Source: an optimization exercise on an open RTL-to-GDS flow (aim: a short achievable clock period and few clock cycles). Production flows keep margins and buffers that such runs may drop. Only the layout flow was run in this run; the RTL was not checked for function there. No activity file was given, so power comes from the tool's default toggle rates.

<file path="design/flow/run.sh">
#!/bin/bash
# synth_recipe.tcl (not shown) runs the flow's synth.tcl, then flattens the netlist and writes it again
# the make line also repeats each setting of config.mk as NAME=value (left out here)
make -C /OpenROAD-flow-scripts/flow DESIGN_CONFIG=/design/flow/config.mk WORK_HOME=/design/flow/orfs CLKGATE_MAP_FILE= SYNTH_SCRIPT=/design/flow/synth_recipe.tcl finish
</file>
<file path="design/flow/config.mk">
export PLATFORM = sky130hd
export DESIGN_NAME = PipelinedMIPS
export DESIGN_NICKNAME = PipelinedMIPS
export VERILOG_FILES = /design/flow/design.v
export SDC_FILE = /design/flow/constraint.sdc
export NUM_CORES = 4
export LEC_CHECK = 0
export ABC_CLOCK_PERIOD_IN_PS = 2500
export CAP_MARGIN = 40
export CORE_MARGIN = 2
export CORE_UTILIZATION = 40
export SETUP_SLACK_MARGIN = 5
export SLEW_MARGIN = 40
</file>
<file path="design/flow/constraint.sdc">
create_clock -name core_clock -period 10.0 [get_ports {Clk}]
set_input_delay 2.0000 -clock core_clock [delete_from_list [all_inputs] [get_ports {Clk}]]
set_output_delay 2.0000 -clock core_clock [all_outputs]
set_load 0.01 [all_outputs]
</file>
<file path="design/flow/design.v">
module PipelinedMIPS(Clk,Rst,imem_addr,imem_rdata,dmem_addr,dmem_wdata,dmem_we,dmem_rdata);
input Clk,Rst;
output [31:0] imem_addr;
input  [31:0] imem_rdata;
output [31:0] dmem_addr;
output [31:0] dmem_wdata;
output        dmem_we;
input  [31:0] dmem_rdata;
localparam BI = 6;                  
localparam BN = 1 << BI;
reg  [31:2] pc;
reg  [BN-1:0] btb_v;
reg  [11:BI+2] btb_tag [0:BN-1];
reg  [11:2]    btb_tgt [0:BN-1];
reg  [1:0]     btb_ctr [0:BN-1];
reg         d_v;
reg  [31:0] d_ins;
reg  [31:2] d_pc4;
reg  [11:2] d_pcl;
reg         d_pt, d_hit;
reg  [1:0]  d_ctr;
reg  [31:2] d_ptgt;
reg         e_v;
reg  [31:0] e_a, e_b, e_sd;
reg         e_fa, e_fb, e_fs;
reg         e_add, e_sub, e_and, e_or, e_nor, e_slt, e_sll, e_srl, e_sra;
reg  [4:0]  e_sh;
reg  [4:0]  e_dst;
reg         e_rw, e_ld, e_st, e_beq, e_bne, e_j;
reg  [31:2] e_pc4, e_tgt;
reg  [11:2] e_pcl;
reg         e_pt, e_tmis, e_hit;
reg  [1:0]  e_ctr;
reg  [31:0] m_res, m_sd;
reg  [4:0]  m_dst;
reg         m_rw, m_ld, m_we;
reg  [31:0] rf [1:31];
wire [BI-1:0] f_idx = pc[BI+1:2];
wire          f_hit = btb_v[f_idx] && (btb_tag[f_idx] == pc[11:BI+2]);
wire [1:0]    f_ctr = btb_ctr[f_idx];
wire          f_pt  = f_hit && f_ctr[1];
wire [31:2]   f_ptgt = {pc[31:12], btb_tgt[f_idx]};
wire [31:2]   f_pc4 = pc + 30'd1;
assign imem_addr = {pc, 2'b00};
wire [5:0]  op  = d_ins[31:26];
wire [4:0]  rs  = d_ins[25:21];
wire [4:0]  rt  = d_ins[20:16];
wire [4:0]  rd  = d_ins[15:11];
wire [5:0]  fn  = d_ins[5:0];
wire [15:0] imm = d_ins[15:0];
wire is_r    = (op == 6'h00);
wire is_addi = (op == 6'h08);
wire is_slti = (op == 6'h0A);
wire is_andi = (op == 6'h0C);
wire is_ori  = (op == 6'h0D);
wire is_lw   = (op == 6'h23);
wire is_sw   = (op == 6'h2B);
wire is_beq  = (op == 6'h04);
wire is_bne  = (op == 6'h05);
wire is_j    = (op == 6'h02);
wire is_ialu = is_addi | is_slti | is_andi | is_ori;
wire is_shift = is_r && (fn == 6'h00 || fn == 6'h02 || fn == 6'h03);
wire uses_rs = (is_r && !is_shift) || is_ialu || is_lw || is_sw || is_beq || is_bne;
wire uses_rt = is_r || is_sw || is_beq || is_bne;
wire use_imm = is_ialu || is_lw || is_sw;
wire [4:0] d_dst = is_r ? rd : (is_ialu || is_lw) ? rt : 5'd0;
wire       d_rw  = (d_dst != 5'd0);
wire [31:0] sext = {{16{imm[15]}}, imm};
wire [31:0] zext = {16'd0, imm};
wire [31:0] d_imm = (is_andi || is_ori) ? zext : sext;
wire [31:0] m_val = m_ld ? dmem_rdata : m_res;
wire [31:0] rs_val = (rs == 5'd0) ? 32'd0 : (m_rw && m_dst == rs) ? m_val : rf[rs];
wire [31:0] rt_val = (rt == 5'd0) ? 32'd0 : (m_rw && m_dst == rt) ? m_val : rf[rt];
wire fwd_s = e_v && e_rw && (e_dst == rs);
wire fwd_t = e_v && e_rw && (e_dst == rt);
wire stall = d_v && e_ld && ((uses_rs && fwd_s) || (uses_rt && fwd_t));
wire [31:2] d_jtgt = {d_pc4[31:28], d_ins[25:0]};
wire [31:2] d_btgt = d_pc4 + {{14{imm[15]}}, imm};
wire [31:2] d_tgt  = is_j ? d_jtgt : d_btgt;
wire        d_tmis = d_pt && (d_ptgt != d_tgt);
wire        d_redir = d_v && is_j && (!d_pt || d_tmis);
wire [31:0] A  = e_fa ? m_res : e_a;
wire [31:0] B  = e_fb ? m_res : e_b;
wire [31:0] SD = e_fs ? m_res : e_sd;
wire [31:0] sum  = A + B;
wire [31:0] diff = A - B;
wire        lt   = (A[31] != B[31]) ? A[31] : diff[31];
wire [31:0] shl  = B << e_sh;
wire [63:0] shx  = {{32{e_sra & B[31]}}, B} >> e_sh;
wire [31:0] shr  = shx[31:0];
wire [31:0] res = ({32{e_add}} & sum) | ({32{e_sub}} & diff) | ({32{e_and}} & (A & B)) |
                  ({32{e_or}} & (A | B)) | ({32{e_nor}} & ~(A | B)) | ({32{e_slt}} & {31'd0, lt}) |
                  ({32{e_sll}} & shl) | ({32{e_srl | e_sra}} & shr);
wire        eq     = (A == B);
wire        taken  = e_j || (e_beq && eq) || (e_bne && !eq);
wire        e_mis  = e_v && (e_pt ? (!taken || e_tmis) : taken);
wire [31:2] e_rtgt = taken ? e_tgt : e_pc4;
wire        e_ctl  = e_v && (e_beq || e_bne || e_j);
assign dmem_addr  = m_res;
assign dmem_wdata = m_sd;
assign dmem_we    = m_we;
always @(posedge Clk) begin
  if (Rst)
    pc <= 30'd0;
  else if (e_mis)
    pc <= e_rtgt;
  else if (stall)
    pc <= pc;
  else if (d_redir)
    pc <= d_jtgt;
  else
    pc <= f_pt ? f_ptgt : f_pc4;
end
always @(posedge Clk) begin
  if (Rst || e_mis || (d_redir && !stall))
    d_v <= 1'b0;
  else if (!stall)
    d_v <= 1'b1;
  if (!stall) begin
    d_ins  <= imem_rdata;
    d_pc4  <= f_pc4;
    d_pcl  <= pc[11:2];
    d_pt   <= f_pt;
    d_hit  <= f_hit;
    d_ctr  <= f_ctr;
    d_ptgt <= f_ptgt;
  end
end
always @(posedge Clk) begin
  if (Rst || e_mis || stall)
    e_v <= 1'b0;
  else
    e_v <= d_v;
  e_a   <= rs_val;
  e_b   <= use_imm ? d_imm : rt_val;
  e_sd  <= rt_val;
  e_fa  <= fwd_s;
  e_fb  <= fwd_t && !use_imm;
  e_fs  <= fwd_t;
  e_add <= (is_r && fn == 6'h20) || is_addi || is_lw || is_sw;
  e_sub <= is_r && fn == 6'h22;
  e_and <= (is_r && fn == 6'h24) || is_andi;
  e_or  <= (is_r && fn == 6'h25) || is_ori;
  e_nor <= is_r && fn == 6'h27;
  e_slt <= (is_r && fn == 6'h2A) || is_slti;
  e_sll <= is_r && fn == 6'h00;
  e_srl <= is_r && fn == 6'h02;
  e_sra <= is_r && fn == 6'h03;
  e_sh  <= d_ins[10:6];
  e_dst <= d_dst;
  e_rw  <= d_rw;
  e_ld  <= is_lw;
  e_st  <= is_sw;
  e_beq <= is_beq;
  e_bne <= is_bne;
  e_j   <= is_j;
  e_pc4 <= d_pc4;
  e_tgt <= d_tgt;
  e_pcl <= d_pcl;
  e_pt  <= d_pt || d_redir;
  e_tmis <= d_tmis && !d_redir;
  e_hit <= d_hit;
  e_ctr <= d_ctr;
end
always @(posedge Clk) begin
  if (Rst) begin
    m_rw <= 1'b0;
    m_we <= 1'b0;
  end else begin
    m_rw <= e_v && e_rw;
    m_we <= e_v && e_st;
  end
  m_ld  <= e_ld;
  m_res <= res;
  m_sd  <= SD;
  m_dst <= e_dst;
end
always @(posedge Clk) begin
  if (m_rw)
    rf[m_dst] <= m_val;
end
wire [BI-1:0] u_idx = e_pcl[BI+1:2];
always @(posedge Clk) begin
  if (Rst)
    btb_v <= {BN{1'b0}};
  else if (e_ctl && (e_hit || taken))
    btb_v[u_idx] <= 1'b1;
end
always @(posedge Clk) begin
  if (e_ctl && (e_hit || taken)) begin
    btb_tag[u_idx] <= e_pcl[11:BI+2];
    btb_tgt[u_idx] <= e_tgt[11:2];
    if (e_j)
      btb_ctr[u_idx] <= 2'b11;
    else if (!e_hit)
      btb_ctr[u_idx] <= 2'b10;
    else if (taken)
      btb_ctr[u_idx] <= (e_ctr == 2'b11) ? 2'b11 : e_ctr + 2'd1;
    else
      btb_ctr[u_idx] <= (e_ctr == 2'b00) ? 2'b00 : e_ctr - 2'd1;
  end
end
endmodule
</file>
==> tab_implementation.tex <==
\begin{tabular}{lr}
\hline
Metric & Value \\
\hline
\multicolumn{2}{l}{\textbf{Status}} \\
\quad Status & finished clean \\
\multicolumn{2}{l}{\textbf{Pwr}} \\
\quad Peak VDD IR & 0.159 mV \\
\quad Overall power of the completed layout & 0.0254 W \\
\quad P\_leak & 44.1 nW \\
\quad Total power per unit cell area & 194 nW/um2 \\
\multicolumn{2}{l}{\textbf{Worst setup path}} \\
\quad Number of buffer and inverter stages on the critical path & 6 \\
\quad Top delay family on crit path & simple AND/OR/NAND/NOR gates \\
\quad Crit start category & register \\
\quad Crit path DAT & 5.51 ns \\
\quad Largest stage delay on the critical path & 0.52 ns \\
\quad Largest fanout on the critical path & 19 \\
\quad Master of the slowest instance on the critical path & sky130\_fd\_sc\_hd\_\_nor4\_4 \\
\quad Worst Setup Path Type & reg2reg \\
\quad Data required, critical path & 10.54 ns \\
\quad Worst path most repeated cell & sky130\_fd\_sc\_hd\_\_buf\_4 \\
\quad Critical path cell sequence & buf\_12 > buf\_4 > mux2\_2 > inv\_1 > ha\_1 > nor4\_4 > nand4\_1 > nor3\_2 > mux2i\_1 > nand2b\_2 > buf\_6 > o21a\_4 > nand4\_1 > buf\_4 > nor2\_1 > buf\_4 \\
\quad Critical Path End Type & register \\
\multicolumn{2}{l}{\textbf{Clocking}} \\
\quad Root buf cell & sky130\_fd\_sc\_hd\_\_clkbuf\_16 \\
\quad Clock tree from TritonCTS & done \\
\quad Num Clock Sinks & 2500 \\
\quad Worst-case clock buffer depth & 4 \\
\quad Cts bufs inserted & 275 \\
\quad H-tree depth reported by CTS & 5 \\
\quad Clock edge transition at the registers on the reported setup and hold paths & 0.06 ns \\
\quad Worst-Skew Late Latency & 0.91 ns \\
\multicolumn{2}{l}{\textbf{STA}} \\
\quad Max Transition Viols Final & 0 \\
\quad Achievable clock frequency & 201 MHz \\
\quad Final Cycle Share & 49.7\% \\
\quad RSZ-0062 raised after global routing & true \\
\quad Number of endpoints failing setup at the final stage & 0 \\
\quad Number of endpoints with negative hold slack in the final report & 0 \\
\quad Worst Max-Slew Pin Slew & 0.976 ns \\
\quad Layout Skew & 0.0580 ns \\
\quad Final period demand of the worst path & 4.97 ns \\
\quad Setup TNS & 0 ns \\
\quad Worst slew margin relative to its limit & 34.3\% \\
\multicolumn{2}{l}{\textbf{Final layout}} \\
\quad Syn-to-layout area delta & 15.1\% \\
\quad Sequential Area & 71400 um2 \\
\quad Fillers & 24200 \\
\quad Most common cell after layout, fill and taps aside & sky130\_fd\_sc\_hd\_\_edfxtp\_1 \\
\quad Final cell count without fillers & 11300 \\
\quad Most used cells in the layout excluding fill and tap cells & sky130\_fd\_sc\_hd\_\_edfxtp\_1, sky130\_fd\_sc\_hd\_\_mux4\_2, sky130\_fd\_sc\_hd\_\_nor2\_1 \\
\quad Area used by multi-input combinational logic & 40500 um2 \\
\quad NumNets Final & 7507 \\
\quad Fraction of layout cells with a size suffix above 1 & 24.6\% \\
\multicolumn{2}{l}{\textbf{Synth}} \\
\quad Post-Synthesis Cells & 7105 \\
\quad Primary flip-flop cell chosen by synthesis mapping & sky130\_fd\_sc\_hd\_\_edfxtp\_1 \\
\quad Yosys reg bits & 2500 \\
\quad Number of enable flip-flop cells after synthesis & 2122 \\
\quad Post-synthesis area per instance & 16.0 um2 \\
\quad Synth Warn \# & 1 \\
\quad Yosys top cell by area & sky130\_fd\_sc\_hd\_\_edfxtp\_1 \\
\quad Cell area after synthesis & 114000 um2 \\
\quad Top area cells in the synthesized netlist & sky130\_fd\_sc\_hd\_\_edfxtp\_1, sky130\_fd\_sc\_hd\_\_mux4\_2, sky130\_fd\_sc\_hd\_\_dfxtp\_1 \\
\quad Async set-or-reset flop fraction in the synthesized netlist & 0\% \\
\quad Distinct cells, synth & 95 \\
\quad Post-synth top area share & 56.0\% \\
\quad Sequential fraction of the synthesis area & 62.7\% \\
\multicolumn{2}{l}{\textbf{Detailed routing}} \\
\quad ANT nets after route & 0 \\
\quad Via Count & 69800 \\
\quad DRC violations left & 0 \\
\quad Routed Wire Length & 364 mm \\
\quad Post-detailed-route wirelength per cell & 32.2 um \\
\quad Iteration-0 DRC Markers & 8842 \\
\quad Average vias per placed instance & 6.18 \\
\quad Length of the first detailed-routing pass in iterations & 8 \\
\multicolumn{2}{l}{\textbf{Place}} \\
\quad Port Buffer Count & 160 \\
\quad Final HPWL from detailed placement & 225 mm \\
\quad Placer's final routability congestion estimate & 0.948 \\
\quad Placed Instances & 10700 \\
\multicolumn{2}{l}{\textbf{Job}} \\
\quad Max-cap check violation count & 0 \\
\multicolumn{2}{l}{\textbf{Global route}} \\
\quad Wire length of the first global-routing pass & 512 mm \\
\quad Maximum number of pins on one net before global-route repair & 112 \\
\quad Via count of the first global-routing pass & 68400 \\
\quad GR met3 Demand/Resource & 3.59\% \\
\quad Met1 layer usage reported by global route & 33.5\% \\
\quad Number of antenna violations at the first check in global routing & 21 \\
\quad Overall overflow remaining after global route & 0 \\
\quad Global routing met2 resource utilization & 39.0\% \\
\quad Tot GR Track Use & 24.7\% \\
\quad Grt peak-use layer & met2 \\
\multicolumn{2}{l}{\textbf{Floorplan}} \\
\quad Num rows & 195 \\
\quad Overall die width & 537 um \\
\quad Effective utilization at floorplan & 40.2\% \\
\quad Std-Cell Core Area & 283000 um2 \\
\quad Die area & 289000 um2 \\
\quad \# IOs & 163 \\
\quad Die H & 537 um \\
\multicolumn{2}{l}{\textbf{Min path}} \\
\quad Worst min path class & reg2reg \\
\hline
\end{tabular}
-- logic make-up after synthesis --
| logic type | count (synthesis) | synth area share [%] |
|---|---|---|
| adder cells (fa/ha/maj) | 133 | 1.49 |
| multiplexers | 1385 | 21.6 |
| XOR/XNOR | 101 | 0.803 |
| AO/OA/AOI/OAI | 1051 | 6.09 |
| flip-flops | 2500 | 62.7 |
| buffers and inverters | 665 | 2.39 |
| AND/OR/NAND/NOR | 1269 | 4.94 |
| other | 1 | 0.00330 |
-- metrics by stage --
stage	hold slack (ns)	worst slack, ns	instance area [um2]	utilization (%)
final	0.340	5.03	131000	46.3
after global routing	0.348	4.86	131000	46.3
after CTS	0.335	4.98	130000	46.2
after detailed placement	0.328	3.71	121000	42.7
after global placement	0.327	3.27	120000	42.5
after floorplan	0.323	5.00	114000	-
-- power by group --
part           switching [W]  leakage (nW)  internal [W]
clock network        0.00427          4.47       0.00609
registers           0.000271          23.1        0.0117
logic                0.00193          16.5       0.00111
total                0.00647          44.1        0.0189
-- layout make-up --
type	count	share of cell area [%]
Inverter	136	0.395
Sequential cell	2500	54.5
Tap cell	3743	3.58
Clock buffer	365	5.80
Timing Repair Buffer	454	3.47
Multi-Input combinational cell	3941	31.0
Antenna cell	18	0.0344
Clock inverter	134	1.21
-- final timing paths --
check           start              to  slack, ns  cells past startpoint
min          d_pcl[9]        e_pcl[9]       0.34                      0
min reg2reg  d_pcl[9]        e_pcl[9]       0.34                      0
max reg2reg      e_fb  btb_tgt[41][1]       5.03                     16
max              e_fb  btb_tgt[41][1]       5.03                     16
-- metal layers --
metal / wire length, um / share of wire (%)
met1: 145000 / 40
met2: 170000 / 47
met3: 28500 / 7.8
met4: 20300 / 5.6
met5: 55 / 0.015
-- state kept, by name, summed over array words and instances, names as in the netlist, 64 cells and up, named ones only --
signal	count
rf	992
btb_tgt	640
btb_v	64
btb_ctr	128
btb_tag	256
-- timing repair --
| action | CTS | global route |
|---|---|---|
| gates resized for setup | 55 | 48 |
| hold buffers | 0 | 0 |
| gates cloned | 5 | 0 |
| endpoints found under the setup margin | 1195 | 265 |
| pin swaps | 5 | 4 |
| buffers inserted | 26 | 7 |
-- Yosys cell counts (all sizes together), types with 11 or more instances --
cell type,number
o21a,24
a31oi,16
o21ai,191
nor2b,42
xor2,39
xnor2,60
or2,21
o21bai,19
edfxtp,2122
a32o,20
o22ai,67
clkbuf,340
a21oi,311
nor2,553
or3,21
inv,133
and3,25
nor3b,11
a211oi,134
a221o,16
mux2,107
nand4,33
o31ai,12
mux2i,434
o2111ai,13
nand2b,24
buf,189
nand3,61
nand3b,11
ha,129
nand2,357
dfxtp,378
o221ai,34
a21o,25
a221oi,47
nor3,64
mux4,844
a21boi,13
o211ai,34

-- re-timing with driven ports --
No port has a modelled driver above. Below, the same layout with a new extraction and two added sets of constraints.
Step 1: set_driving_cell puts a clkbuf_16 on Clk and a buf_2 on each other input, an assumption about the parent block.
Step 2 adds t to the input delays and takes it off the output delays; t is the mean of the earliest and latest rising clock arrival at the registers after step 1. Input paths then give back, and output paths get back, about the clock's delay inside the block.
a / b / c = no drivers / after step 1 / after step 2; a / b = the first two.
t (ns): 0.981
slack for setup (ns): 5.031 / 5.031 / 5.031
hold slack, ns: 0.340 / 0.340 / 0.340
worst setup path at the end: register to register
After both steps setup and hold are still met in this run. The setup slack of this run moves by 0.000 ns with the drivers and by 0.000 ns with both steps.
